Source: an optimization exercise on an open RTL-to-GDS flow (aim: small area and a short achievable clock period). Production flows keep margins and buffers that such runs may drop.
Function was checked by simulation only, so behaviour that the tests miss may differ from the original.
Power figures rest on the tool's default switching activity, not on a simulated workload.

==> flow/design.v, too long to show whole: its modules and the start of the top module <==
// module TempVerilogMultiplier: 2543 lines
module TempVerilogMultiplier(
    input clk,
    input reset,
    input en,
    input [31:0] in0,
    input [31:0] in1,
    input [31:0] in2,
    input signedOp,
    output [63:0] out0,
    output [63:0] out0Pre
    );
  // ...
==> flow/flow/run.sh <==
#!/bin/bash
# Own layout flow: the standard ORFS flow with two changes:
#  - synthesis runs Yosys's synth with -noabc (in addition to -nofsm -noshare), so the
#    carry-save adder cells written in the RTL reach extract_fa as written (no inverters
#    between full adders); the final ABC mapping of the remaining logic is unchanged.
#  - port buffers are plain sky130_fd_sc_hd__buf_1 cells instead of the default choice.
set -euo pipefail
HERE=$(pwd)
sed 's/yosys synth -nofsm -noshare/yosys synth -nofsm -noshare -noabc/' synth_recipe.tcl > my_synth.tcl
EXTRA=()
if [[ -f flow/extra_make_args ]]; then
  while IFS= read -r line; do [[ -n "$line" ]] && EXTRA+=("$line"); done < flow/extra_make_args
fi
bash standard.sh SYNTH_SCRIPT="$HERE/my_synth.tcl" \
  "BUFFER_PORTS_ARGS=-buffer_cell sky130_fd_sc_hd__buf_1" "${EXTRA[@]}" finish > standard_flow.log 2>&1
==> flow/standard.sh <==
#!/bin/bash
# synth_recipe.tcl (not shown) runs the flow's synth.tcl, then flattens the netlist and writes it again
# the make line also repeats each setting of config.mk as NAME=value (left out here)
make -C /OpenROAD-flow-scripts/flow DESIGN_CONFIG=/design/flow/config.mk WORK_HOME=/design/flow/orfs CLKGATE_MAP_FILE= SYNTH_SCRIPT=/design/flow/synth_recipe.tcl "${@:-finish}"
==> flow/config.mk <==
export PLATFORM = sky130hd
export DESIGN_NAME = TempVerilogMultiplier
export DESIGN_NICKNAME = TempVerilogMultiplier
export VERILOG_FILES = /design/flow/design.v
export SDC_FILE = /design/flow/constraint.sdc
export NUM_CORES = 4
export LEC_CHECK = 0
export CAP_MARGIN = 20
export CORE_MARGIN = 2
export CORE_UTILIZATION = 40
export CTS_CLUSTER_DIAMETER = 150
export CTS_CLUSTER_SIZE = 30
export SETUP_SLACK_MARGIN = 1.0
export SLEW_MARGIN = 20
==> flow/constraint.sdc <==
create_clock -name core_clock -period 5.6 [get_ports {clk}]
set_input_delay 1.1200 -clock core_clock [delete_from_list [all_inputs] [get_ports {clk}]]
set_output_delay 1.1200 -clock core_clock [all_outputs]
set_load 0.01 [all_outputs]
==> results.json, run 1 <==
{
  "multi_input_comb_cells": 1960,
  "placed_area_um2": 29800,
  "buf_share_pct": 7.90,
  "synth_compound_area_share_pct": 25.4,
  "r2r_slack_ns": 1.07,
  "crit_fanout": 28,
  "buffers": 396,
  "pg_clk_uw": 1270,
  "whs_path_depth": 0,
  "clockRootBuffer": "clkbuf_16",
  "synthXorXnorAreaFrac_pct": 14.2,
  "layout.nets": 3314,
  "port_buffers": 193,
  "synth_commonest_cells": "383 x xnor2_1, 356 x clkbuf_1, 341 x a221oi_1, 341 x a22o_1, 323 x fa_1",
  "firstDrtPassIters": 6,
  "cts_inserted_buffers": 14,
  "layout.cells.non_filler": 3702,
  "synth_most_common_cell": "xnor2_1",
  "grt-busiest-layer": "met2",
  "worst_pin_slew_ns": 0.873,
  "max_cap_viol_count": 0,
  "vias": 23500,
  "clock_latency_ns": 0.55,
  "outcome": "no timing/DRC/antenna violations",
  "synthSimpleGateAreaFrac_pct": 3.10,
  "flops_and_latches": 288,
  "max-vdd-ir-drop_uv": 561,
  "comb_power_share_pct": 75.2,
  "rsz0062_at_grt": "true",
  "cts_sinks": 288,
  "cp-endpoint": "rg23$_DFF_P_",
  "top_regs": "result (64), x3r (33), xr (32)",
  "cts.repair.resized": 53,
  "finalPower_uw": 21200,
  "relSlewSlack_pct": 41.8,
  "setup_ws_ns": 1.07,
  "hold_class": "reg -> reg",
  "overflow": 0,
  "synth_top_area_share_pct": 22.8,
  "post-route-period-util_pct": 80.9,
  "crit_cells": 12,
  "antenna_found_initial": 5,
  "met3_length_um": 13500,
  "whs_ns": 0.351
}
==> inputs of run 2 (changes only) <==
--- a/flow/design.v
+++ b/flow/design.v
@@ -1957,412 +1957,384 @@
   wire p1763 = s1614 ^ 1'b0;
   wire p1764 = s1620 ^ c1615;
   wire p1765 = s1626 ^ 1'b0;
   wire p1766 = s1632 ^ 1'b0;
   wire p1767 = s1635 ^ c1633;
   wire p1768 = s1638 ^ 1'b0;
   wire g1769 = g1657 | (p1713 & c1656);
   wire g1770 = g1658 | (p1714 & g1769);
-  wire p1771 = p1714 & p1713;
-  wire g1772 = g1660 | (p1716 & g1659);
-  wire p1773 = p1716 & p1715;
-  wire g1774 = g1662 | (p1718 & g1661);
-  wire p1775 = p1718 & p1717;
-  wire g1776 = g1664 | (p1720 & g1663);
-  wire p1777 = p1720 & p1719;
-  wire g1778 = g1666 | (p1722 & g1665);
-  wire p1779 = p1722 & p1721;
-  wire g1780 = g1668 | (p1724 & g1667);
-  wire p1781 = p1724 & p1723;
-  wire g1782 = g1670 | (p1726 & g1669);
-  wire p1783 = p1726 & p1725;
-  wire g1784 = g1672 | (p1728 & g1671);
-  wire p1785 = p1728 & p1727;
-  wire g1786 = g1674 | (p1730 & g1673);
-  wire p1787 = p1730 & p1729;
-  wire g1788 = g1676 | (p1732 & g1675);
-  wire p1789 = p1732 & p1731;
-  wire g1790 = g1678 | (p1734 & g1677);
-  wire p1791 = p1734 & p1733;
-  wire g1792 = g1680 | (p1736 & g1679);
-  wire p1793 = p1736 & p1735;
-  wire g1794 = g1682 | (p1738 & g1681);
-  wire p1795 = p1738 & p1737;
-  wire g1796 = g1684 | (p1740 & g1683);
-  wire p1797 = p1740 & p1739;
-  wire g1798 = g1686 | (p1742 & g1685);
-  wire p1799 = p1742 & p1741;
-  wire g1800 = g1688 | (p1744 & g1687);
-  wire p1801 = p1744 & p1743;
-  wire g1802 = g1690 | (p1746 & g1689);
-  wire p1803 = p1746 & p1745;
-  wire g1804 = g1692 | (p1748 & g1691);
-  wire p1805 = p1748 & p1747;
-  wire g1806 = g1694 | (p1750 & g1693);
-  wire p1807 = p1750 & p1749;
-  wire g1808 = g1696 | (p1752 & g1695);
-  wire p1809 = p1752 & p1751;
-  wire g1810 = g1698 | (p1754 & g1697);
-  wire p1811 = p1754 & p1753;
-  wire g1812 = g1700 | (p1756 & g1699);
-  wire p1813 = p1756 & p1755;
-  wire g1814 = g1702 | (p1758 & g1701);
-  wire p1815 = p1758 & p1757;
-  wire g1816 = g1704 | (p1760 & g1703);
-  wire p1817 = p1760 & p1759;
-  wire g1818 = g1706 | (p1762 & g1705);
-  wire p1819 = p1762 & p1761;
-  wire g1820 = g1708 | (p1764 & g1707);
-  wire p1821 = p1764 & p1763;
-  wire g1822 = g1710 | (p1766 & g1709);
-  wire p1823 = p1766 & p1765;
-  wire g1824 = g1712 | (p1768 & g1711);
-  wire p1825 = p1768 & p1767;
-  wire p1826 = rp0 & rp1;
-  wire p1827 = rp2 & rp3;
-  wire p1828 = rp4 & rp5;
-  wire p1829 = rp6 & rp7;
-  wire p1830 = rp8 & rp9;
-  wire p1831 = rp10 & rp11;
-  wire p1832 = rp12 & rp13;
-  wire p1833 = rp14 & rp15;
-  wire p1834 = rp16 & rp17;
-  wire p1835 = rp18 & rp19;
-  wire p1836 = rp20 & rp21;
-  wire p1837 = rp22 & rp23;
-  wire p1838 = rp24 & rp25;
-  wire p1839 = rp26 & rp27;
-  wire p1840 = rp28 & rp29;
-  wire p1841 = rp30 & rp31;
-  wire p1842 = rp32 & rp33;
-  wire p1843 = rp34 & rp35;
-  wire p1844 = rp36 & rp37;
-  wire p1845 = rp38 & rp39;
-  wire p1846 = rp40 & rp41;
-  wire p1847 = rp42 & rp43;
-  wire p1848 = rp44 & rp45;
-  wire p1849 = rp46 & rp47;
-  wire p1850 = rp48 & rp49;
-  wire p1851 = rp50 & rp51;
-  wire p1852 = rp52 & rp53;
-  wire p1853 = rp54 & rp55;
-  wire g1854 = rg2 | (rp2 & rg1);
-  wire p1855 = rp2 & p1826;
-  wire g1856 = rg3 | (p1827 & rg1);
-  wire p1857 = p1827 & p1826;
-  wire g1858 = rg6 | (rp6 & rg5);
-  wire p1859 = rp6 & p1828;
-  wire g1860 = rg7 | (p1829 & rg5);
-  wire p1861 = p1829 & p1828;
-  wire g1862 = rg10 | (rp10 & rg9);
-  wire p1863 = rp10 & p1830;
-  wire g1864 = rg11 | (p1831 & rg9);
-  wire p1865 = p1831 & p1830;
-  wire g1866 = rg14 | (rp14 & rg13);
-  wire p1867 = rp14 & p1832;
-  wire g1868 = rg15 | (p1833 & rg13);
-  wire p1869 = p1833 & p1832;
-  wire g1870 = rg18 | (rp18 & rg17);
-  wire p1871 = rp18 & p1834;
-  wire g1872 = rg19 | (p1835 & rg17);
-  wire p1873 = p1835 & p1834;
-  wire g1874 = rg22 | (rp22 & rg21);
-  wire p1875 = rp22 & p1836;
-  wire g1876 = rg23 | (p1837 & rg21);
-  wire p1877 = p1837 & p1836;
-  wire g1878 = rg26 | (rp26 & rg25);
-  wire p1879 = rp26 & p1838;
-  wire g1880 = rg27 | (p1839 & rg25);
-  wire p1881 = p1839 & p1838;
-  wire g1882 = rg30 | (rp30 & rg29);
-  wire p1883 = rp30 & p1840;
-  wire g1884 = rg31 | (p1841 & rg29);
-  wire p1885 = p1841 & p1840;
-  wire g1886 = rg34 | (rp34 & rg33);
-  wire p1887 = rp34 & p1842;
-  wire g1888 = rg35 | (p1843 & rg33);
-  wire p1889 = p1843 & p1842;
-  wire g1890 = rg38 | (rp38 & rg37);
-  wire p1891 = rp38 & p1844;
-  wire g1892 = rg39 | (p1845 & rg37);
-  wire p1893 = p1845 & p1844;
-  wire g1894 = rg42 | (rp42 & rg41);
-  wire p1895 = rp42 & p1846;
-  wire g1896 = rg43 | (p1847 & rg41);
-  wire p1897 = p1847 & p1846;
-  wire g1898 = rg46 | (rp46 & rg45);
-  wire p1899 = rp46 & p1848;
-  wire g1900 = rg47 | (p1849 & rg45);
-  wire p1901 = p1849 & p1848;
-  wire g1902 = rg50 | (rp50 & rg49);
-  wire p1903 = rp50 & p1850;
-  wire g1904 = rg51 | (p1851 & rg49);
-  wire p1905 = p1851 & p1850;
-  wire g1906 = rg54 | (rp54 & rg53);
-  wire p1907 = rp54 & p1852;
-  wire g1908 = rg55 | (p1853 & rg53);
-  wire p1909 = p1853 & p1852;
-  wire g1910 = rg4 | (rp4 & g1856);
-  wire p1911 = rp4 & p1857;
-  wire g1912 = rg5 | (p1828 & g1856);
-  wire p1913 = p1828 & p1857;
-  wire g1914 = g1858 | (p1859 & g1856);
-  wire p1915 = p1859 & p1857;
-  wire g1916 = g1860 | (p1861 & g1856);
-  wire p1917 = p1861 & p1857;
-  wire g1918 = rg12 | (rp12 & g1864);
-  wire p1919 = rp12 & p1865;
-  wire g1920 = rg13 | (p1832 & g1864);
-  wire p1921 = p1832 & p1865;
-  wire g1922 = g1866 | (p1867 & g1864);
-  wire p1923 = p1867 & p1865;
-  wire g1924 = g1868 | (p1869 & g1864);
-  wire p1925 = p1869 & p1865;
-  wire g1926 = rg20 | (rp20 & g1872);
-  wire p1927 = rp20 & p1873;
-  wire g1928 = rg21 | (p1836 & g1872);
-  wire p1929 = p1836 & p1873;
-  wire g1930 = g1874 | (p1875 & g1872);
-  wire p1931 = p1875 & p1873;
-  wire g1932 = g1876 | (p1877 & g1872);
-  wire p1933 = p1877 & p1873;
-  wire g1934 = rg28 | (rp28 & g1880);
-  wire p1935 = rp28 & p1881;
-  wire g1936 = rg29 | (p1840 & g1880);
-  wire p1937 = p1840 & p1881;
-  wire g1938 = g1882 | (p1883 & g1880);
-  wire p1939 = p1883 & p1881;
-  wire g1940 = g1884 | (p1885 & g1880);
-  wire p1941 = p1885 & p1881;
-  wire g1942 = rg36 | (rp36 & g1888);
-  wire p1943 = rp36 & p1889;
-  wire g1944 = rg37 | (p1844 & g1888);
-  wire p1945 = p1844 & p1889;
+  wire g1771 = g1660 | (p1716 & g1659);
+  wire g1772 = g1662 | (p1718 & g1661);
+  wire g1773 = g1664 | (p1720 & g1663);
+  wire g1774 = g1666 | (p1722 & g1665);
+  wire g1775 = g1668 | (p1724 & g1667);
+  wire g1776 = g1670 | (p1726 & g1669);
+  wire g1777 = g1672 | (p1728 & g1671);
+  wire g1778 = g1674 | (p1730 & g1673);
+  wire g1779 = g1676 | (p1732 & g1675);
+  wire g1780 = g1680 | (p1736 & g1679);
+  wire g1781 = g1682 | (p1738 & g1681);
+  wire g1782 = g1710 | (p1766 & g1709);
+  wire g1783 = g1712 | (p1768 & g1711);
+  wire p1784 = rp0 & rp1;
+  wire p1785 = rp2 & rp3;
+  wire p1786 = rp4 & rp5;
+  wire p1787 = rp6 & rp7;
+  wire p1788 = rp8 & rp9;
+  wire p1789 = rp10 & rp11;
+  wire p1790 = rp12 & rp13;
+  wire p1791 = rp14 & rp15;
+  wire p1792 = rp16 & rp17;
+  wire p1793 = rp18 & rp19;
+  wire p1794 = rp20 & rp21;
+  wire p1795 = rp22 & rp23;
+  wire p1796 = rp24 & rp25;
+  wire p1797 = rp26 & rp27;
+  wire p1798 = rp28 & rp29;
+  wire p1799 = rp30 & rp31;
+  wire p1800 = rp32 & rp33;
+  wire p1801 = rp34 & rp35;
+  wire p1802 = rp36 & rp37;
+  wire p1803 = rp38 & rp39;
+  wire p1804 = rp40 & rp41;
+  wire p1805 = rp42 & rp43;
+  wire p1806 = rp44 & rp45;
+  wire p1807 = rp46 & rp47;
+  wire p1808 = rp48 & rp49;
+  wire p1809 = rp50 & rp51;
+  wire p1810 = rp52 & rp53;
+  wire p1811 = rp54 & rp55;
+  wire g1812 = rg21 | (rp21 & rg20);
+  wire g1813 = rg27 | (rp27 & rg26);
+  wire g1814 = rg29 | (rp29 & rg28);
+  wire g1815 = rg31 | (rp31 & rg30);
+  wire g1816 = rg33 | (rp33 & rg32);
+  wire g1817 = rg35 | (rp35 & rg34);
+  wire g1818 = rg37 | (rp37 & rg36);
+  wire g1819 = rg39 | (rp39 & rg38);
+  wire g1820 = rg41 | (rp41 & rg40);
+  wire g1821 = rg43 | (rp43 & rg42);
+  wire g1822 = rg45 | (rp45 & rg44);
+  wire g1823 = rg47 | (rp47 & rg46);
+  wire g1824 = rg49 | (rp49 & rg48);
+  wire g1825 = rg51 | (rp51 & rg50);
+  wire g1826 = rg2 | (rp2 & rg1);
+  wire p1827 = rp2 & p1784;
+  wire g1828 = rg3 | (p1785 & rg1);
+  wire p1829 = p1785 & p1784;
+  wire g1830 = rg6 | (rp6 & rg5);
+  wire p1831 = rp6 & p1786;
+  wire g1832 = rg7 | (p1787 & rg5);
+  wire p1833 = p1787 & p1786;
+  wire g1834 = rg10 | (rp10 & rg9);
+  wire p1835 = rp10 & p1788;
+  wire g1836 = rg11 | (p1789 & rg9);
+  wire p1837 = p1789 & p1788;
+  wire g1838 = rg14 | (rp14 & rg13);
+  wire p1839 = rp14 & p1790;
+  wire g1840 = rg15 | (p1791 & rg13);
+  wire p1841 = p1791 & p1790;
+  wire g1842 = rg18 | (rp18 & rg17);
+  wire p1843 = rp18 & p1792;
+  wire g1844 = rg19 | (p1793 & rg17);
+  wire p1845 = p1793 & p1792;
+  wire g1846 = rg22 | (rp22 & g1812);
+  wire p1847 = rp22 & p1794;
+  wire g1848 = rg23 | (p1795 & g1812);
+  wire p1849 = p1795 & p1794;
+  wire g1850 = rg26 | (rp26 & rg25);
+  wire p1851 = rp26 & p1796;
+  wire g1852 = g1813 | (p1797 & rg25);
+  wire p1853 = p1797 & p1796;
+  wire g1854 = rg30 | (rp30 & g1814);
+  wire p1855 = rp30 & p1798;
+  wire g1856 = g1815 | (p1799 & g1814);
+  wire p1857 = p1799 & p1798;
+  wire g1858 = rg34 | (rp34 & g1816);
+  wire p1859 = rp34 & p1800;
+  wire g1860 = g1817 | (p1801 & g1816);
+  wire p1861 = p1801 & p1800;
+  wire g1862 = rg38 | (rp38 & g1818);
+  wire p1863 = rp38 & p1802;
+  wire g1864 = g1819 | (p1803 & g1818);
+  wire p1865 = p1803 & p1802;
+  wire g1866 = rg42 | (rp42 & g1820);
+  wire p1867 = rp42 & p1804;
+  wire g1868 = g1821 | (p1805 & g1820);
+  wire p1869 = p1805 & p1804;
+  wire g1870 = rg46 | (rp46 & g1822);
+  wire p1871 = rp46 & p1806;
+  wire g1872 = g1823 | (p1807 & g1822);
+  wire p1873 = p1807 & p1806;
+  wire g1874 = rg50 | (rp50 & g1824);
+  wire p1875 = rp50 & p1808;
+  wire g1876 = g1825 | (p1809 & g1824);
+  wire p1877 = p1809 & p1808;
+  wire g1878 = rg54 | (rp54 & rg53);
+  wire p1879 = rp54 & p1810;
+  wire g1880 = rg55 | (p1811 & rg53);
+  wire p1881 = p1811 & p1810;
+  wire g1882 = rg4 | (rp4 & g1828);
+  wire p1883 = rp4 & p1829;
+  wire g1884 = rg5 | (p1786 & g1828);
+  wire p1885 = p1786 & p1829;
+  wire g1886 = g1830 | (p1831 & g1828);
+  wire p1887 = p1831 & p1829;
+  wire g1888 = g1832 | (p1833 & g1828);
+  wire p1889 = p1833 & p1829;
+  wire g1890 = rg12 | (rp12 & g1836);
+  wire p1891 = rp12 & p1837;
+  wire g1892 = rg13 | (p1790 & g1836);
+  wire p1893 = p1790 & p1837;
+  wire g1894 = g1838 | (p1839 & g1836);
+  wire p1895 = p1839 & p1837;
+  wire g1896 = g1840 | (p1841 & g1836);
+  wire p1897 = p1841 & p1837;
+  wire g1898 = rg20 | (rp20 & g1844);
+  wire p1899 = rp20 & p1845;
+  wire g1900 = g1812 | (p1794 & g1844);
+  wire p1901 = p1794 & p1845;
+  wire g1902 = g1846 | (p1847 & g1844);
+  wire p1903 = p1847 & p1845;
+  wire g1904 = g1848 | (p1849 & g1844);
+  wire p1905 = p1849 & p1845;
+  wire g1906 = rg28 | (rp28 & g1852);
+  wire p1907 = rp28 & p1853;
+  wire g1908 = g1814 | (p1798 & g1852);
+  wire p1909 = p1798 & p1853;
+  wire g1910 = g1854 | (p1855 & g1852);
+  wire p1911 = p1855 & p1853;
+  wire g1912 = g1856 | (p1857 & g1852);
+  wire p1913 = p1857 & p1853;
+  wire g1914 = rg36 | (rp36 & g1860);
+  wire p1915 = rp36 & p1861;
+  wire g1916 = g1818 | (p1802 & g1860);
+  wire p1917 = p1802 & p1861;
+  wire g1918 = g1862 | (p1863 & g1860);
+  wire p1919 = p1863 & p1861;
+  wire g1920 = g1864 | (p1865 & g1860);
+  wire p1921 = p1865 & p1861;
+  wire g1922 = rg44 | (rp44 & g1868);
+  wire p1923 = rp44 & p1869;
+  wire g1924 = g1822 | (p1806 & g1868);
+  wire p1925 = p1806 & p1869;
+  wire g1926 = g1870 | (p1871 & g1868);
+  wire p1927 = p1871 & p1869;
+  wire g1928 = g1872 | (p1873 & g1868);
+  wire p1929 = p1873 & p1869;
+  wire g1930 = rg52 | (rp52 & g1876);
+  wire p1931 = rp52 & p1877;
+  wire g1932 = rg53 | (p1810 & g1876);
+  wire p1933 = p1810 & p1877;
+  wire g1934 = g1878 | (p1879 & g1876);
+  wire p1935 = p1879 & p1877;
+  wire g1936 = g1880 | (p1881 & g1876);
+  wire p1937 = p1881 & p1877;
+  wire g1938 = rg8 | (rp8 & g1888);
+  wire p1939 = rp8 & p1889;
+  wire g1940 = rg9 | (p1788 & g1888);
+  wire p1941 = p1788 & p1889;
+  wire g1942 = g1834 | (p1835 & g1888);
+  wire p1943 = p1835 & p1889;
+  wire g1944 = g1836 | (p1837 & g1888);
+  wire p1945 = p1837 & p1889;
   wire g1946 = g1890 | (p1891 & g1888);
   wire p1947 = p1891 & p1889;
   wire g1948 = g1892 | (p1893 & g1888);
   wire p1949 = p1893 & p1889;
-  wire g1950 = rg44 | (rp44 & g1896);
-  wire p1951 = rp44 & p1897;
-  wire g1952 = rg45 | (p1848 & g1896);
-  wire p1953 = p1848 & p1897;
-  wire g1954 = g1898 | (p1899 & g1896);
-  wire p1955 = p1899 & p1897;
-  wire g1956 = g1900 | (p1901 & g1896);
-  wire p1957 = p1901 & p1897;
-  wire g1958 = rg52 | (rp52 & g1904);
-  wire p1959 = rp52 & p1905;
-  wire g1960 = rg53 | (p1852 & g1904);
-  wire p1961 = p1852 & p1905;
+  wire g1950 = g1894 | (p1895 & g1888);
+  wire p1951 = p1895 & p1889;
+  wire g1952 = g1896 | (p1897 & g1888);
+  wire p1953 = p1897 & p1889;
+  wire g1954 = rg24 | (rp24 & g1904);
+  wire p1955 = rp24 & p1905;
+  wire g1956 = rg25 | (p1796 & g1904);
+  wire p1957 = p1796 & p1905;
+  wire g1958 = g1850 | (p1851 & g1904);
+  wire p1959 = p1851 & p1905;
+  wire g1960 = g1852 | (p1853 & g1904);
+  wire p1961 = p1853 & p1905;
   wire g1962 = g1906 | (p1907 & g1904);
   wire p1963 = p1907 & p1905;
   wire g1964 = g1908 | (p1909 & g1904);
   wire p1965 = p1909 & p1905;
-  wire g1966 = rg8 | (rp8 & g1916);
-  wire p1967 = rp8 & p1917;
-  wire g1968 = rg9 | (p1830 & g1916);
-  wire p1969 = p1830 & p1917;
-  wire g1970 = g1862 | (p1863 & g1916);
-  wire p1971 = p1863 & p1917;
-  wire g1972 = g1864 | (p1865 & g1916);
-  wire p1973 = p1865 & p1917;
-  wire g1974 = g1918 | (p1919 & g1916);
-  wire p1975 = p1919 & p1917;
-  wire g1976 = g1920 | (p1921 & g1916);
-  wire p1977 = p1921 & p1917;
-  wire g1978 = g1922 | (p1923 & g1916);
-  wire p1979 = p1923 & p1917;
-  wire g1980 = g1924 | (p1925 & g1916);
-  wire p1981 = p1925 & p1917;
-  wire g1982 = rg24 | (rp24 & g1932);
-  wire p1983 = rp24 & p1933;
-  wire g1984 = rg25 | (p1838 & g1932);
-  wire p1985 = p1838 & p1933;
-  wire g1986 = g1878 | (p1879 & g1932);
-  wire p1987 = p1879 & p1933;
-  wire g1988 = g1880 | (p1881 & g1932);
-  wire p1989 = p1881 & p1933;
-  wire g1990 = g1934 | (p1935 & g1932);
-  wire p1991 = p1935 & p1933;
-  wire g1992 = g1936 | (p1937 & g1932);
-  wire p1993 = p1937 & p1933;
-  wire g1994 = g1938 | (p1939 & g1932);
-  wire p1995 = p1939 & p1933;
-  wire g1996 = g1940 | (p1941 & g1932);
-  wire p1997 = p1941 & p1933;
-  wire g1998 = rg40 | (rp40 & g1948);
-  wire p1999 = rp40 & p1949;
-  wire g2000 = rg41 | (p1846 & g1948);
-  wire p2001 = p1846 & p1949;
-  wire g2002 = g1894 | (p1895 & g1948);
-  wire p2003 = p1895 & p1949;
-  wire g2004 = g1896 | (p1897 & g1948);
-  wire p2005 = p1897 & p1949;
-  wire g2006 = g1950 | (p1951 & g1948);
-  wire p2007 = p1951 & p1949;
-  wire g2008 = g1952 | (p1953 & g1948);
-  wire p2009 = p1953 & p1949;
-  wire g2010 = g1954 | (p1955 & g1948);
-  wire p2011 = p1955 & p1949;
-  wire g2012 = g1956 | (p1957 & g1948);
-  wire p2013 = p1957 & p1949;
-  wire g2014 = rg16 | (rp16 & g1980);
-  wire p2015 = rp16 & p1981;
-  wire g2016 = rg17 | (p1834 & g1980);
-  wire p2017 = p1834 & p1981;
-  wire g2018 = g1870 | (p1871 & g1980);
-  wire p2019 = p1871 & p1981;
-  wire g2020 = g1872 | (p1873 & g1980);
-  wire p2021 = p1873 & p1981;
-  wire g2022 = g1926 | (p1927 & g1980);
-  wire p2023 = p1927 & p1981;
-  wire g2024 = g1928 | (p1929 & g1980);
-  wire p2025 = p1929 & p1981;
-  wire g2026 = g1930 | (p1931 & g1980);
-  wire p2027 = p1931 & p1981;
-  wire g2028 = g1932 | (p1933 & g1980);
-  wire p2029 = p1933 & p1981;
-  wire g2030 = g1982 | (p1983 & g1980);
-  wire p2031 = p1983 & p1981;
-  wire g2032 = g1984 | (p1985 & g1980);
-  wire p2033 = p1985 & p1981;
-  wire g2034 = g1986 | (p1987 & g1980);
-  wire p2035 = p1987 & p1981;
-  wire g2036 = g1988 | (p1989 & g1980);
-  wire p2037 = p1989 & p1981;
-  wire g2038 = g1990 | (p1991 & g1980);
-  wire p2039 = p1991 & p1981;
-  wire g2040 = g1992 | (p1993 & g1980);
-  wire p2041 = p1993 & p1981;
-  wire g2042 = g1994 | (p1995 & g1980);
-  wire p2043 = p1995 & p1981;
-  wire g2044 = g1996 | (p1997 & g1980);
-  wire p2045 = p1997 & p1981;
-  wire g2046 = rg48 | (rp48 & g2012);
-  wire p2047 = rp48 & p2013;
-  wire g2048 = rg49 | (p1850 & g2012);
-  wire p2049 = p1850 & p2013;
-  wire g2050 = g1902 | (p1903 & g2012);
-  wire p2051 = p1903 & p2013;
-  wire g2052 = g1904 | (p1905 & g2012);
-  wire p2053 = p1905 & p2013;
-  wire g2054 = g1958 | (p1959 & g2012);
-  wire p2055 = p1959 & p2013;
-  wire g2056 = g1960 | (p1961 & g2012);
-  wire p2057 = p1961 & p2013;
-  wire g2058 = g1962 | (p1963 & g2012);
-  wire p2059 = p1963 & p2013;
-  wire g2060 = g1964 | (p1965 & g2012);
-  wire p2061 = p1965 & p2013;
-  wire g2062 = rg32 | (rp32 & g2044);
-  wire p2063 = rp32 & p2045;
-  wire g2064 = rg33 | (p1842 & g2044);
-  wire p2065 = p1842 & p2045;
-  wire g2066 = g1886 | (p1887 & g2044);
-  wire p2067 = p1887 & p2045;
-  wire g2068 = g1888 | (p1889 & g2044);
-  wire p2069 = p1889 & p2045;
-  wire g2070 = g1942 | (p1943 & g2044);
-  wire p2071 = p1943 & p2045;
-  wire g2072 = g1944 | (p1945 & g2044);
-  wire p2073 = p1945 & p2045;
-  wire g2074 = g1946 | (p1947 & g2044);
-  wire p2075 = p1947 & p2045;
-  wire g2076 = g1948 | (p1949 & g2044);
-  wire p2077 = p1949 & p2045;
-  wire g2078 = g1998 | (p1999 & g2044);
-  wire p2079 = p1999 & p2045;
-  wire g2080 = g2000 | (p2001 & g2044);
-  wire p2081 = p2001 & p2045;
-  wire g2082 = g2002 | (p2003 & g2044);
-  wire p2083 = p2003 & p2045;
-  wire g2084 = g2004 | (p2005 & g2044);
-  wire p2085 = p2005 & p2045;
-  wire g2086 = g2006 | (p2007 & g2044);
-  wire p2087 = p2007 & p2045;
-  wire g2088 = g2008 | (p2009 & g2044);
-  wire p2089 = p2009 & p2045;
-  wire g2090 = g2010 | (p2011 & g2044);
-  wire p2091 = p2011 & p2045;
-  wire g2092 = g2012 | (p2013 & g2044);
-  wire p2093 = p2013 & p2045;
-  wire g2094 = g2046 | (p2047 & g2044);
-  wire p2095 = p2047 & p2045;
-  wire g2096 = g2048 | (p2049 & g2044);
-  wire p2097 = p2049 & p2045;
-  wire g2098 = g2050 | (p2051 & g2044);
-  wire p2099 = p2051 & p2045;
-  wire g2100 = g2052 | (p2053 & g2044);
-  wire p2101 = p2053 & p2045;
-  wire g2102 = g2054 | (p2055 & g2044);
-  wire p2103 = p2055 & p2045;
-  wire g2104 = g2056 | (p2057 & g2044);
-  wire p2105 = p2057 & p2045;
-  wire g2106 = g2058 | (p2059 & g2044);
-  wire p2107 = p2059 & p2045;
-  wire g2108 = g2060 | (p2061 & g2044);
-  wire p2109 = p2061 & p2045;
-  wire sum2110 = rp0 ^ rcin;
-  wire sum2111 = rp1 ^ rg0;
-  wire sum2112 = rp2 ^ rg1;
-  wire sum2113 = rp3 ^ g1854;
-  wire sum2114 = rp4 ^ g1856;
-  wire sum2115 = rp5 ^ g1910;
-  wire sum2116 = rp6 ^ g1912;
-  wire sum2117 = rp7 ^ g1914;
-  wire sum2118 = rp8 ^ g1916;
-  wire sum2119 = rp9 ^ g1966;
-  wire sum2120 = rp10 ^ g1968;
-  wire sum2121 = rp11 ^ g1970;
-  wire sum2122 = rp12 ^ g1972;
-  wire sum2123 = rp13 ^ g1974;
-  wire sum2124 = rp14 ^ g1976;
-  wire sum2125 = rp15 ^ g1978;
-  wire sum2126 = rp16 ^ g1980;
-  wire sum2127 = rp17 ^ g2014;
-  wire sum2128 = rp18 ^ g2016;
-  wire sum2129 = rp19 ^ g2018;
-  wire sum2130 = rp20 ^ g2020;
-  wire sum2131 = rp21 ^ g2022;
-  wire sum2132 = rp22 ^ g2024;
-  wire sum2133 = rp23 ^ g2026;
-  wire sum2134 = rp24 ^ g2028;
-  wire sum2135 = rp25 ^ g2030;
-  wire sum2136 = rp26 ^ g2032;
-  wire sum2137 = rp27 ^ g2034;
-  wire sum2138 = rp28 ^ g2036;
-  wire sum2139 = rp29 ^ g2038;
-  wire sum2140 = rp30 ^ g2040;
-  wire sum2141 = rp31 ^ g2042;
-  wire sum2142 = rp32 ^ g2044;
-  wire sum2143 = rp33 ^ g2062;
-  wire sum2144 = rp34 ^ g2064;
-  wire sum2145 = rp35 ^ g2066;
-  wire sum2146 = rp36 ^ g2068;
-  wire sum2147 = rp37 ^ g2070;
-  wire sum2148 = rp38 ^ g2072;
-  wire sum2149 = rp39 ^ g2074;
-  wire sum2150 = rp40 ^ g2076;
-  wire sum2151 = rp41 ^ g2078;
-  wire sum2152 = rp42 ^ g2080;
-  wire sum2153 = rp43 ^ g2082;
-  wire sum2154 = rp44 ^ g2084;
-  wire sum2155 = rp45 ^ g2086;
-  wire sum2156 = rp46 ^ g2088;
-  wire sum2157 = rp47 ^ g2090;
-  wire sum2158 = rp48 ^ g2092;
-  wire sum2159 = rp49 ^ g2094;
-  wire sum2160 = rp50 ^ g2096;
-  wire sum2161 = rp51 ^ g2098;
-  wire sum2162 = rp52 ^ g2100;
-  wire sum2163 = rp53 ^ g2102;
-  wire sum2164 = rp54 ^ g2104;
-  wire sum2165 = rp55 ^ g2106;
-  assign out0Pre = {sum2165, sum2164, sum2163, sum2162, sum2161, sum2160, sum2159, sum2158, sum2157, sum2156, sum2155, sum2154, sum2153, sum2152, sum2151, sum2150, sum2149, sum2148, sum2147, sum2146, sum2145, sum2144, sum2143, sum2142, sum2141, sum2140, sum2139, sum2138, sum2137, sum2136, sum2135, sum2134, sum2133, sum2132, sum2131, sum2130, sum2129, sum2128, sum2127, sum2126, sum2125, sum2124, sum2123, sum2122, sum2121, sum2120, sum2119, sum2118, sum2117, sum2116, sum2115, sum2114, sum2113, sum2112, sum2111, sum2110, plo7, plo6, plo5, plo4, plo3, plo2, plo1, plo0};
+  wire g1966 = g1910 | (p1911 & g1904);
+  wire p1967 = p1911 & p1905;
+  wire g1968 = g1912 | (p1913 & g1904);
+  wire p1969 = p1913 & p1905;
+  wire g1970 = rg40 | (rp40 & g1920);
+  wire p1971 = rp40 & p1921;
+  wire g1972 = g1820 | (p1804 & g1920);
+  wire p1973 = p1804 & p1921;
+  wire g1974 = g1866 | (p1867 & g1920);
+  wire p1975 = p1867 & p1921;
+  wire g1976 = g1868 | (p1869 & g1920);
+  wire p1977 = p1869 & p1921;
+  wire g1978 = g1922 | (p1923 & g1920);
+  wire p1979 = p1923 & p1921;
+  wire g1980 = g1924 | (p1925 & g1920);
+  wire p1981 = p1925 & p1921;
+  wire g1982 = g1926 | (p1927 & g1920);
+  wire p1983 = p1927 & p1921;
+  wire g1984 = g1928 | (p1929 & g1920);
+  wire p1985 = p1929 & p1921;
+  wire g1986 = rg16 | (rp16 & g1952);
+  wire p1987 = rp16 & p1953;
+  wire g1988 = rg17 | (p1792 & g1952);
+  wire p1989 = p1792 & p1953;
+  wire g1990 = g1842 | (p1843 & g1952);
+  wire p1991 = p1843 & p1953;
+  wire g1992 = g1844 | (p1845 & g1952);
+  wire p1993 = p1845 & p1953;
+  wire g1994 = g1898 | (p1899 & g1952);
+  wire p1995 = p1899 & p1953;
+  wire g1996 = g1900 | (p1901 & g1952);
+  wire p1997 = p1901 & p1953;
+  wire g1998 = g1902 | (p1903 & g1952);
+  wire p1999 = p1903 & p1953;
+  wire g2000 = g1904 | (p1905 & g1952);
+  wire p2001 = p1905 & p1953;
+  wire g2002 = g1954 | (p1955 & g1952);
+  wire p2003 = p1955 & p1953;
+  wire g2004 = g1956 | (p1957 & g1952);
+  wire p2005 = p1957 & p1953;
+  wire g2006 = g1958 | (p1959 & g1952);
+  wire p2007 = p1959 & p1953;
+  wire g2008 = g1960 | (p1961 & g1952);
+  wire p2009 = p1961 & p1953;
+  wire g2010 = g1962 | (p1963 & g1952);
+  wire p2011 = p1963 & p1953;
+  wire g2012 = g1964 | (p1965 & g1952);
+  wire p2013 = p1965 & p1953;
+  wire g2014 = g1966 | (p1967 & g1952);
+  wire p2015 = p1967 & p1953;
+  wire g2016 = g1968 | (p1969 & g1952);
+  wire p2017 = p1969 & p1953;
+  wire g2018 = rg48 | (rp48 & g1984);
+  wire p2019 = rp48 & p1985;
+  wire g2020 = g1824 | (p1808 & g1984);
+  wire p2021 = p1808 & p1985;
+  wire g2022 = g1874 | (p1875 & g1984);
+  wire p2023 = p1875 & p1985;
+  wire g2024 = g1876 | (p1877 & g1984);
+  wire p2025 = p1877 & p1985;
+  wire g2026 = g1930 | (p1931 & g1984);
+  wire p2027 = p1931 & p1985;
+  wire g2028 = g1932 | (p1933 & g1984);
+  wire p2029 = p1933 & p1985;
+  wire g2030 = g1934 | (p1935 & g1984);
+  wire p2031 = p1935 & p1985;
+  wire g2032 = g1936 | (p1937 & g1984);
+  wire p2033 = p1937 & p1985;
+  wire g2034 = rg32 | (rp32 & g2016);
+  wire p2035 = rp32 & p2017;
+  wire g2036 = g1816 | (p1800 & g2016);
+  wire p2037 = p1800 & p2017;
+  wire g2038 = g1858 | (p1859 & g2016);
+  wire p2039 = p1859 & p2017;
+  wire g2040 = g1860 | (p1861 & g2016);
+  wire p2041 = p1861 & p2017;
+  wire g2042 = g1914 | (p1915 & g2016);
+  wire p2043 = p1915 & p2017;
+  wire g2044 = g1916 | (p1917 & g2016);
+  wire p2045 = p1917 & p2017;
+  wire g2046 = g1918 | (p1919 & g2016);
+  wire p2047 = p1919 & p2017;
+  wire g2048 = g1920 | (p1921 & g2016);
+  wire p2049 = p1921 & p2017;
+  wire g2050 = g1970 | (p1971 & g2016);
+  wire p2051 = p1971 & p2017;
+  wire g2052 = g1972 | (p1973 & g2016);
+  wire p2053 = p1973 & p2017;
+  wire g2054 = g1974 | (p1975 & g2016);
+  wire p2055 = p1975 & p2017;
+  wire g2056 = g1976 | (p1977 & g2016);
+  wire p2057 = p1977 & p2017;
+  wire g2058 = g1978 | (p1979 & g2016);
+  wire p2059 = p1979 & p2017;
+  wire g2060 = g1980 | (p1981 & g2016);
+  wire p2061 = p1981 & p2017;
+  wire g2062 = g1982 | (p1983 & g2016);
+  wire p2063 = p1983 & p2017;
+  wire g2064 = g1984 | (p1985 & g2016);
+  wire p2065 = p1985 & p2017;
+  wire g2066 = g2018 | (p2019 & g2016);
+  wire p2067 = p2019 & p2017;
+  wire g2068 = g2020 | (p2021 & g2016);
+  wire p2069 = p2021 & p2017;
+  wire g2070 = g2022 | (p2023 & g2016);
+  wire p2071 = p2023 & p2017;
+  wire g2072 = g2024 | (p2025 & g2016);
+  wire p2073 = p2025 & p2017;
+  wire g2074 = g2026 | (p2027 & g2016);
+  wire p2075 = p2027 & p2017;
+  wire g2076 = g2028 | (p2029 & g2016);
+  wire p2077 = p2029 & p2017;
+  wire g2078 = g2030 | (p2031 & g2016);
+  wire p2079 = p2031 & p2017;
+  wire g2080 = g2032 | (p2033 & g2016);
+  wire p2081 = p2033 & p2017;
+  wire sum2082 = rp0 ^ rcin;
+  wire sum2083 = rp1 ^ rg0;
+  wire sum2084 = rp2 ^ rg1;
+  wire sum2085 = rp3 ^ g1826;
+  wire sum2086 = rp4 ^ g1828;
+  wire sum2087 = rp5 ^ g1882;
+  wire sum2088 = rp6 ^ g1884;
+  wire sum2089 = rp7 ^ g1886;
+  wire sum2090 = rp8 ^ g1888;
+  wire sum2091 = rp9 ^ g1938;
+  wire sum2092 = rp10 ^ g1940;
+  wire sum2093 = rp11 ^ g1942;
+  wire sum2094 = rp12 ^ g1944;
+  wire sum2095 = rp13 ^ g1946;
+  wire sum2096 = rp14 ^ g1948;
+  wire sum2097 = rp15 ^ g1950;
+  wire sum2098 = rp16 ^ g1952;
+  wire sum2099 = rp17 ^ g1986;
+  wire sum2100 = rp18 ^ g1988;
+  wire sum2101 = rp19 ^ g1990;
+  wire sum2102 = rp20 ^ g1992;
+  wire sum2103 = rp21 ^ g1994;
+  wire sum2104 = rp22 ^ g1996;
+  wire sum2105 = rp23 ^ g1998;
+  wire sum2106 = rp24 ^ g2000;
+  wire sum2107 = rp25 ^ g2002;
+  wire sum2108 = rp26 ^ g2004;
+  wire sum2109 = rp27 ^ g2006;
+  wire sum2110 = rp28 ^ g2008;
+  wire sum2111 = rp29 ^ g2010;
+  wire sum2112 = rp30 ^ g2012;
+  wire sum2113 = rp31 ^ g2014;
+  wire sum2114 = rp32 ^ g2016;
+  wire sum2115 = rp33 ^ g2034;
+  wire sum2116 = rp34 ^ g2036;
+  wire sum2117 = rp35 ^ g2038;
+  wire sum2118 = rp36 ^ g2040;
+  wire sum2119 = rp37 ^ g2042;
+  wire sum2120 = rp38 ^ g2044;
+  wire sum2121 = rp39 ^ g2046;
+  wire sum2122 = rp40 ^ g2048;
+  wire sum2123 = rp41 ^ g2050;
+  wire sum2124 = rp42 ^ g2052;
+  wire sum2125 = rp43 ^ g2054;
+  wire sum2126 = rp44 ^ g2056;
+  wire sum2127 = rp45 ^ g2058;
+  wire sum2128 = rp46 ^ g2060;
+  wire sum2129 = rp47 ^ g2062;
+  wire sum2130 = rp48 ^ g2064;
+  wire sum2131 = rp49 ^ g2066;
+  wire sum2132 = rp50 ^ g2068;
+  wire sum2133 = rp51 ^ g2070;
+  wire sum2134 = rp52 ^ g2072;
+  wire sum2135 = rp53 ^ g2074;
+  wire sum2136 = rp54 ^ g2076;
+  wire sum2137 = rp55 ^ g2078;
+  assign out0Pre = {sum2137, sum2136, sum2135, sum2134, sum2133, sum2132, sum2131, sum2130, sum2129, sum2128, sum2127, sum2126, sum2125, sum2124, sum2123, sum2122, sum2121, sum2120, sum2119, sum2118, sum2117, sum2116, sum2115, sum2114, sum2113, sum2112, sum2111, sum2110, sum2109, sum2108, sum2107, sum2106, sum2105, sum2104, sum2103, sum2102, sum2101, sum2100, sum2099, sum2098, sum2097, sum2096, sum2095, sum2094, sum2093, sum2092, sum2091, sum2090, sum2089, sum2088, sum2087, sum2086, sum2085, sum2084, sum2083, sum2082, plo7, plo6, plo5, plo4, plo3, plo2, plo1, plo0};
   always @(posedge clk) begin
     xr <= in0;
     xs <= signedOp & in0[31];
     x3r <= x3a;
     bneg0 <= in1[2] & ~(in1[1] & in1[0] & 1'b0);
     bm1_0 <= (in1[0] ^ 1'b0) & ~(in1[2] ^ in1[1]);
     bm3_0 <= (in1[0] ^ 1'b0) & (in1[2] ^ in1[1]);
     bm2_0 <= (in1[1] & ~in1[0] & ~1'b0) | (~in1[1] & in1[0] & 1'b0);
@@ -2427,117 +2399,117 @@
     plo7 <= s1655;
     rp0 <= p1713;
     rg0 <= g1769;
     rp1 <= p1714;
     rg1 <= g1770;
     rp2 <= p1715;
     rg2 <= g1659;
     rp3 <= p1716;
-    rg3 <= g1772;
+    rg3 <= g1771;
     rp4 <= p1717;
     rg4 <= g1661;
     rp5 <= p1718;
-    rg5 <= g1774;
+    rg5 <= g1772;
     rp6 <= p1719;
     rg6 <= g1663;
     rp7 <= p1720;
-    rg7 <= g1776;
+    rg7 <= g1773;
     rp8 <= p1721;
     rg8 <= g1665;
     rp9 <= p1722;
-    rg9 <= g1778;
+    rg9 <= g1774;
     rp10 <= p1723;
     rg10 <= g1667;
     rp11 <= p1724;
-    rg11 <= g1780;
+    rg11 <= g1775;
     rp12 <= p1725;
     rg12 <= g1669;
     rp13 <= p1726;
-    rg13 <= g1782;
+    rg13 <= g1776;
     rp14 <= p1727;
     rg14 <= g1671;
     rp15 <= p1728;
-    rg15 <= g1784;
+    rg15 <= g1777;
     rp16 <= p1729;
     rg16 <= g1673;
     rp17 <= p1730;
-    rg17 <= g1786;
+    rg17 <= g1778;
     rp18 <= p1731;
     rg18 <= g1675;
     rp19 <= p1732;
-    rg19 <= g1788;
+    rg19 <= g1779;
     rp20 <= p1733;
     rg20 <= g1677;
     rp21 <= p1734;
-    rg21 <= g1790;
+    rg21 <= g1678;
     rp22 <= p1735;
     rg22 <= g1679;
     rp23 <= p1736;
-    rg23 <= g1792;
+    rg23 <= g1780;
     rp24 <= p1737;
     rg24 <= g1681;
     rp25 <= p1738;
-    rg25 <= g1794;
+    rg25 <= g1781;
     rp26 <= p1739;
     rg26 <= g1683;
     rp27 <= p1740;
-    rg27 <= g1796;
+    rg27 <= g1684;
     rp28 <= p1741;
     rg28 <= g1685;
     rp29 <= p1742;
-    rg29 <= g1798;
+    rg29 <= g1686;
     rp30 <= p1743;
     rg30 <= g1687;
     rp31 <= p1744;
-    rg31 <= g1800;
+    rg31 <= g1688;
     rp32 <= p1745;
     rg32 <= g1689;
     rp33 <= p1746;
-    rg33 <= g1802;
+    rg33 <= g1690;
     rp34 <= p1747;
     rg34 <= g1691;
     rp35 <= p1748;
-    rg35 <= g1804;
+    rg35 <= g1692;
     rp36 <= p1749;
     rg36 <= g1693;
     rp37 <= p1750;
-    rg37 <= g1806;
+    rg37 <= g1694;
     rp38 <= p1751;
     rg38 <= g1695;
     rp39 <= p1752;
-    rg39 <= g1808;
+    rg39 <= g1696;
     rp40 <= p1753;
     rg40 <= g1697;
     rp41 <= p1754;
-    rg41 <= g1810;
+    rg41 <= g1698;
     rp42 <= p1755;
     rg42 <= g1699;
     rp43 <= p1756;
-    rg43 <= g1812;
+    rg43 <= g1700;
     rp44 <= p1757;
     rg44 <= g1701;
     rp45 <= p1758;
-    rg45 <= g1814;
+    rg45 <= g1702;
     rp46 <= p1759;
     rg46 <= g1703;
     rp47 <= p1760;
-    rg47 <= g1816;
+    rg47 <= g1704;
     rp48 <= p1761;
     rg48 <= g1705;
     rp49 <= p1762;
-    rg49 <= g1818;
+    rg49 <= g1706;
     rp50 <= p1763;
     rg50 <= g1707;
     rp51 <= p1764;
-    rg51 <= g1820;
+    rg51 <= g1708;
     rp52 <= p1765;
     rg52 <= g1709;
     rp53 <= p1766;
-    rg53 <= g1822;
+    rg53 <= g1782;
     rp54 <= p1767;
     rg54 <= g1711;
     rp55 <= p1768;
-    rg55 <= g1824;
+    rg55 <= g1783;
     rcin <= c1656;
     result <= out0Pre;
   end
 endmodule
==> results.json, run 2 <==
{
  "multi_input_area_um2": 20600,
  "max_cap_viol_count": 0,
  "clock_latency_ns": 0.55,
  "setup_viol_count_final": 0,
  "die-area_um2": 72500,
  "synth-seq-area-share_pct": 20.2,
  "cts_inserted_buffers": 13,
  "hold_class": "reg -> reg",
  "critPathKind": "reg -> reg",
  "drtAntennaViolNets": 0,
  "crit_path_end_kind": "flip-flop",
  "grt_start_max_net_pins": 37,
  "drc": 0,
  "skew_ns": 0.0157,
  "layout_common_cells": "376 x xnor2_1, 341 x a22o_1, 304 x a221oi_1, 304 x fa_1, 207 x dfxtp_1",
  "p_seq_share_pct": 20.3,
  "track_usage_pct": 26.4,
  "whs_path_depth": 0,
  "synth_top_area_share_pct": 23.0,
  "die_w_um": 269,
  "hold_end": "result[2]$_DFF_P_",
  "crit_arrival_ns": 5.04,
  "ys.flop_type": "dfxtp_1",
  "synth_most_common_cell": "xnor2_1",
  "synth_nets": 3339,
  "swShare_pct": 47.1,
  "antenna_found_initial": 2,
  "comb_power_share_pct": 74.2,
  "layout.nets": 3260,
  "finalHoldViolCount": 0,
  "place.gp.congestion": 0.947,
  "rsz0062_at_grt": "true",
  "synth.distinct_cells": 51,
  "synthesis.instances": 2777,
  "cp-start-kind": "flip-flop",
  "vias": 23315,
  "vias_per_cell": 6.41,
  "crit_fanout": 25,
  "wire_per_inst_um": 27.0,
  "synth_warnings": 1,
  "drive_gt1_share_pct": 12.3,
  "grt_pass1_wl_um": 148000,
  "initialDrtViolationCount": 3272,
  "start_util_pct": 40.3,
  "cts_sinks": 284,
  "cp_slowest_stage_delay_ns": 0.54,
  "max-vdd-ir-drop_uv": 478,
  "synth_commonest_cells": "379 x xnor2_1, 355 x clkbuf_1, 342 x a221oi_1, 342 x a22o_1, 323 x fa_1",
  "overflow": 0,
  "clock_path_buffers": 3,
  "cts_tree": "built",
  "cp.required_ns": 6.04,
  "die_h_um": 269,
  "rows": 97,
  "ctsHtreeMaxLevel": 1,
  "p_clk_share_pct": 5.5,
  "r2r_start": "bm1_10$_DFF_P_",
  "core_um2": 69900,
  "top_regs": "result (64), x3r (33), xr (32)",
  "hp-start": "plo2$_DFF_P_",
  "rr_endpoint": "rp38$_DFF_P_",
  "max_freq_mhz": 217,
  "synth_top_cell_by_area": "fa_1",
  "holdBufCountCts": 0,
  "worst_pin_slew_ns": 1.01,
  "drv_slew": 0,
  "cp_common_cell": "fa_1",
  "internal-power_uw": 10600,
  "post-route-period-util_pct": 82.2,
  "avgSynthCellArea_um2": 10.1,
  "final_common_cell": "xnor2_1",
  "grt_pass1_vias": 23302,
  "slowest_stage": "dfxtp_1",
  "r2r_slack_ns": 1.0,
  "outcome": "no timing/DRC/antenna violations",
  "p_switching_uw": 9390,
  "clockRootBuffer": "clkbuf_16",
  "synth_area_leaders": "fa_1 23%, dfxtp_1 20%, xnor2_1 12%",
  "firstDrtPassIters": 6,
  "hpwl_um": 70800,
  "synth_area_um2": 28200,
  "synth_edf_count": 0,
  "routed_wl_um": 98200,
  "fillers": 6709,
  "clk_pin_slew_ns": 0.11,
  "p_leak_uw": 0.0114,
  "ys_async_sr_fraction_pct": 0,
  "p_per_area_nw_per_um2": 657,
  "dp_slack_ns": 0.746,
  "crit_chain": "buf_12, a221oi_1, xnor2_1, fa_1, fa_1, fa_1, fa_1, fa_1, fa_1, ha_1",
  "area_growth_pct": 7.91,
  "relSlewSlack_pct": 32.6,
  "regArea_um2": 5800,
  "port_buffers": 193,
  "ios": 228,
  "ff2ff_path_depth": 10,
  "setup_ws_ns": 1.00,
  "largest_reg_flops": 64,
  "synth-seq-cells": 284,
  "period_needed_ns": 4.60,
  "largest_register": "result",
  "fin_tns_setup_ns": 0
}
run 2: cell count changes after synthesis, sizes merged, moves of 5 or more:
| cell | before | now |
|---|---|---|
| and2 | 11 | 6 |
| o21ai | 39 | 45 |
| nand3 | 14 | 20 |
| a21oi | 22 | 28 |
| a31oi | 20 | 14 |
| a31o | 9 | 3 |
run 2: repair_timing:
| item | CTS | global route |
|---|---|---|
| setup endpoints to repair | 41 | 44 |
| pin swaps | 1 | 14 |
| buffers inserted | 2 | 6 |
| resized for setup | 42 | 123 |
run 2: per-layer routing:
layer | up-vias | GRT usage [%] | wire length, um
met3 | 326 | 8.18 | 13000
li1 | 9829 | - | -
met4 | 0 | 9.85 | 4070
met1 | 11531 | 35.7 | 39400
met2 | 1629 | 39.5 | 41700
met5 | - | 0 | 0
run 2: how the worst max path moves through the flow:
stage	cells past startpoint	endpoint	start
final	10	rp38$_DFF_P_	bm1_10$_DFF_P_
after global routing	13	rp38$_DFF_P_	bm2_2$_DFF_P_
after CTS	12	rp38$_DFF_P_	bm1_2$_DFF_P_
after detailed placement	11	rp38$_DFF_P_	bm3_2$_DFF_P_
after global placement	11	rp38$_DFF_P_	bm3_2$_DFF_P_
after floorplan	13	rp38$_DFF_P_	bm3_2$_DFF_P_
run 2: final cells by class:
class	instances	area share (%)
multi-input cells	1952	67.8
flip-flops and latches	284	19.1
repair buffers	351	6.95
well taps	940	3.87
inverters	96	1.19
clock buffers	13	1.07
clock inverters	1	0.0535
diodes	1	0.00823
run 2: critical path, delay by kind of cell (launching register included):
kind | cells | cell delay [ns]
adder cells (fa/ha/maj) | 7 | 2.96
flip-flops | 1 | 0.54
XOR/XNOR | 1 | 0.20
AO/OA/AOI/OAI | 1 | 0.48
buffers and inverters | 1 | 0.28
run 2: kinds of logic after synthesis:
group                      count (synthesis)  synth area share (%)
AOI/OAI and AO/OA                        845                  25.2
buffers and inverters                    541                  8.06
adders and majority gates                462                  29.1
xor gates and xnor gates                 457                  14.2
DFF                                      284                  20.2
and+or+nand+nor                          188                  3.15
run 2: power by group through the flow:
stage | clock [uW] | combinational (uW) | sequential [uW]
final | 1100 | 14800 | 4060
after global routing | 1230 | 17300 | 4110
after CTS | 1160 | 15100 | 3990
after floorplan | 0 | 11000 | 3690
after detailed placement | 0 | 14900 | 4030
after global placement | 0 | 14500 | 4000
run 2: metrics by stage:
stage | hold slack [ns] | util, % | instances | power, uW | cell area (um2)
final | 0.352 | 43.5 | 3638 | 20000 | 30400
after global routing | 0.361 | 43.5 | 3638 | 22600 | 30400
after CTS | 0.357 | 42.7 | 3631 | 20200 | 29800
after detailed placement | 0.334 | 42.1 | 3615 | 18900 | 29400
after global placement | 0.332 | 42.1 | 3615 | 18500 | 29400
after floorplan | 0.332 | - | 2777 | 14700 | 28200

[re-timing with driven ports]
The flow's constraints put no driver on any port. The routed layouts listed below were extracted and timed again, unchanged, in two steps.
Step 1, drivers: a clkbuf_16 drives clk and a buf_2 each remaining input, both assumed.
Step 2, shift: input delay + t, output delay - t, t = (earliest + latest rising clock arrival at the registers) / 2. This alone moves slack from input paths to output paths.
Slacks: no drivers / after step 1 / after step 2; pairs: no drivers / after step 1.
run	shift t [ns]	slack for setup (ns)	worst setup path at the end	clock arrival spread, ns	worst data-port slew with drivers (ns)
run 1	0.603	1.072 / 1.072 / 0.781	input to register	0.023 / 0.023	0.09
run 2	0.604	1.000 / 1.000 / 0.816	input to register	0.017 / 0.018	0.08
After both steps every run listed still meets setup and hold. The setup slack of run 1, which loses most, moves by 0.000 ns with the drivers and by -0.291 ns with both steps.
